This design comes from an exercise in tuning for small area on the open sky130 flow, not from production work. At most, simulation tests tie the RTL to the original design; equivalence was not proved.

== run 1 ==
==> flow/design.v (excerpt) <==
module Second_CNN(
clk,
rst_n,
Din_Valid,
Cal_Valid,
Din,
Dout0,
Dout1,
Dout2,
Dout3,
Dout4,
Dout5,
Dout6,
Dout7
);
parameter WIDTH = 8;
input clk;
input rst_n;
input Din_Valid;
input Cal_Valid;
input signed [WIDTH-1:0] Din;
output reg signed [2*WIDTH-1:0] Dout0,Dout1,Dout2,Dout3,Dout4,Dout5,Dout6,Dout7;
wire [71:0] win;
wire [15:0] S0, S1, S2, S3, S4, S5, S6, S7;
reg [2:0] cc;    
wire ok = Cal_Valid && (cc == 3'd5);
Second_CNN_Sub Second_CNN_Sub(.clk(clk), .rst_n(rst_n), .Din_Valid(Din_Valid),
    .Din(Din), .win(win));
Mul_Add Mul_Add(.x0(win[7:0]), .x1(win[15:8]), .x2(win[23:16]), .x3(win[31:24]),
    .x4(win[39:32]), .x5(win[47:40]), .x6(win[55:48]), .x7(win[63:56]), .x8(win[71:64]),
    .S0(S0), .S1(S1), .S2(S2), .S3(S3), .S4(S4), .S5(S5), .S6(S6), .S7(S7));
always @(posedge clk or negedge rst_n) begin
    if (!rst_n) begin
        cc <= 3'd0;
        Dout0 <= 16'd0; Dout1 <= 16'd0; Dout2 <= 16'd0; Dout3 <= 16'd0;
        Dout4 <= 16'd0; Dout5 <= 16'd0; Dout6 <= 16'd0; Dout7 <= 16'd0;
    end else begin
        if (!Cal_Valid) cc <= 3'd0;
        else if (cc != 3'd5) cc <= cc + 3'd1;
  ...
Size in the first run: ~2300 cells after synthesis, ~0.037 mm^2 of cells after synthesis.
export LEC_CHECK = 0
export CAP_MARGIN = 20
export CORE_MARGIN = 2
export CORE_UTILIZATION = 75
export CTS_BUF_LIST = sky130_fd_sc_hd__clkbuf_8
export CTS_CLUSTER_DIAMETER = 50
export CTS_CLUSTER_SIZE = 14
export GPL_TIMING_DRIVEN = 1
export SETUP_SLACK_MARGIN = 0.4
export SLEW_MARGIN = 20
create_clock -name core_clock -period 8.0 [get_ports {clk}]
standard.sh (not shown) runs the stock make flow with config.mk's settings and CLKGATE_MAP_FILE= SYNTH_SCRIPT=/design/flow/synth_recipe.tcl, a recipe that flattens the netlist after the stock synthesis.
==> flow/flow/run.sh <==
#!/bin/bash
# Standard layout, with one extra netlist step between synthesis and floorplan:
# flow/polarity.py removes the inverters Yosys's full-adder extraction leaves
# around the sky130 fa cells (registers and their names are untouched).
# Port buffers are the small buf_1 instead of the default choice.
set -euo pipefail
R=orfs/results/${FLOW_PLATFORM}/Second_CNN/base
bash standard.sh synth > synth.log 2>&1
cp $R/1_2_yosys.v yosys_netlist_orig.v
python3 flow/polarity.py yosys_netlist_orig.v $R/1_2_yosys.v > polarity.log 2>&1
rm -f $R/1_synth.odb $R/1_synth.sdc
export BUFFER_PORTS_ARGS="-buffer_cell sky130_fd_sc_hd__buf_1"
bash standard.sh > layout.log 2>&1
Other scripts of this flow, unchanged in this note and not shown: flow/flow/polarity.py
The log for run 1 ends in 5_1_grt with error GRT-0232, so the run never completed.
Edits applied to the flow inputs when going from run 1 to run 2:
# run 1
export LEC_CHECK = 0
export CAP_MARGIN = 20
export CORE_MARGIN = 2
export CORE_UTILIZATION = 75
export CTS_BUF_LIST = sky130_fd_sc_hd__clkbuf_8
export CTS_CLUSTER_DIAMETER = 50
export CTS_CLUSTER_SIZE = 14
export GPL_TIMING_DRIVEN = 1
export SETUP_SLACK_MARGIN = 0.4
export SLEW_MARGIN = 20
create_clock -name core_clock -period 8.0 [get_ports {clk}]
# run 2
export LEC_CHECK = 0
export CAP_MARGIN = 20
export CORE_MARGIN = 2
export CORE_UTILIZATION = 75
export CTS_BUF_LIST = sky130_fd_sc_hd__clkbuf_8
export CTS_CLUSTER_DIAMETER = 50
export CTS_CLUSTER_SIZE = 14
export GPL_TIMING_DRIVEN = 1
export SETUP_SLACK_MARGIN = 0.2
export SLEW_MARGIN = 20
create_clock -name core_clock -period 8.0 [get_ports {clk}]
Notes after the runs:
NOTE total CTS buffers run 1->run 2 decreased by a few percent
Post-place setup slack: run 2 and run 1 compared, higher one is run 2
Diff run 1 -> run 2: post-CTS setup repair buffer count shrank by 8; post-CTS resize count went down 50; cell area after placement ~0 delta.
Ran to the end and failed final checks on setup timing: run 2.
Horizontal die dimension: run 2 vs run 1 — no meaningful difference
Input changes introduced in run 3 (baseline for comparison: run 2):
# run 2
export LEC_CHECK = 0
export CAP_MARGIN = 20
export CORE_MARGIN = 2
export CORE_UTILIZATION = 75
export CTS_BUF_LIST = sky130_fd_sc_hd__clkbuf_8
export CTS_CLUSTER_DIAMETER = 50
export CTS_CLUSTER_SIZE = 14
export GPL_TIMING_DRIVEN = 1
export SETUP_SLACK_MARGIN = 0.2
export SLEW_MARGIN = 20
create_clock -name core_clock -period 8.0 [get_ports {clk}]
# run 3
export LEC_CHECK = 0
export CAP_MARGIN = 20
export CORE_MARGIN = 2
export CORE_UTILIZATION = 75
export CTS_BUF_LIST = sky130_fd_sc_hd__clkbuf_16
export CTS_CLUSTER_DIAMETER = 60
export CTS_CLUSTER_SIZE = 24
export GPL_TIMING_DRIVEN = 1
export SETUP_SLACK_MARGIN = 0.2
export SLEW_MARGIN = 20
create_clock -name core_clock -period 8.0 [get_ports {clk}]
Results
Of run 2 and run 3, not a single run came through the flow clean. In run 2 the implementation completed, yet the final layout does not meet the checks, the culprit being setup timing. From run 3 to run 2, DRC violations left did not move at all. Re area of the die: no difference whatsoever between run 3 and run 2. On clock buffer count: run 3 sits below run 2. The start point of the critical path comes out Second_CNN_Sub.lb[304] in one run and Second_CNN_Sub.lb[17] in the other, namely in run 2 and run 3 respectively.
No functional check of the RTL was part of any run of this note.

---

Another version of the RTL of Second_CNN (not shown whole).
For scale: about 3700 cells after synthesis, roughly 140 I/O pins, roughly 48000 um^2 of cells after synthesis.
export LEC_CHECK = 0
export CAP_MARGIN = 20
export CORE_MARGIN = 2
export CORE_UTILIZATION = 40
export SLEW_MARGIN = 20
create_clock -name core_clock -period 8.0 [get_ports {clk}]
run.sh (not shown) runs the stock make flow with config.mk's settings and CLKGATE_MAP_FILE= SYNTH_SCRIPT=/design/flow/synth_recipe.tcl, a recipe that flattens the netlist after the stock synthesis.
Stock flow here: none of the scripts above is used.
The first run passed the timing, DRC and antenna checks.
==> next run, changes <==
- CAP_MARGIN: 20 -> 0
- CORE_UTILIZATION: 40 -> 55
- GPL_TIMING_DRIVEN: unset -> 0
- SLEW_MARGIN: 20 -> 0
First-iteration DRC count shrinks by 4.6%. Die area fell by 27%. Fmax went down by 1.7%. Via count is lower by 4.3%. Count of clock-buffer cells in the layout falls by 6. Sequential share of layout area went up by 0.87 points. Non-clock buffer count came out lower by 329. Cell area drops by 3.5%.

[afterwards: timing with drivers on the ports]
The flow's constraints put no driver on any port. The routed layouts listed below were extracted and timed again, unchanged, in two steps. Step 1 (the two cells are an assumption about what drives the block):
set clk [get_ports {clk}]
set_driving_cell -lib_cell sky130_fd_sc_hd__clkbuf_16 $clk
set_driving_cell -lib_cell sky130_fd_sc_hd__buf_2 [delete_from_list [all_inputs] $clk]
Step 2 adds t to the input delays and takes it off the output delays; t is the mean of the earliest and latest rising clock arrival at the registers after step 1. Input paths then give back, and output paths get back, about the clock's delay inside the block. Slacks: ideal / step 1 / step 2; pairs: ideal / step 1.
| run | t (ns) | setup slack, ns | worst hold slack (ns) | worst register clock-pin slew, ns | cell pins on the clock port's net |
|---|---|---|---|---|---|
| run 2 | 0.749 | -0.025 / -0.025 / -0.025 | 0.287 / 0.287 / 0.287 | 0.12 / 0.12 | 1 |
| run 3 | 0.711 | -0.133 / -0.133 / -0.133 | 0.331 / 0.331 / 0.331 | 0.11 / 0.11 | 1 |
| the first run of note 2 | 0.731 | 0.299 / 0.319 / -0.412 | 0.318 / 0.318 / 0.318 | 0.07 / 0.07 | 1 |
| the second run of note 2 | 0.718 | 0.168 / 0.211 / -0.506 | 0.317 / 0.317 / 0.317 | 0.08 / 0.08 | 1 |
Met with ideal ports but missed after step 2: setup timing in the first run of note 2 and the second run of note 2. The setup slack of the first run of note 2, which loses most, moves by +0.020 ns with the drivers and by -0.711 ns with both steps.
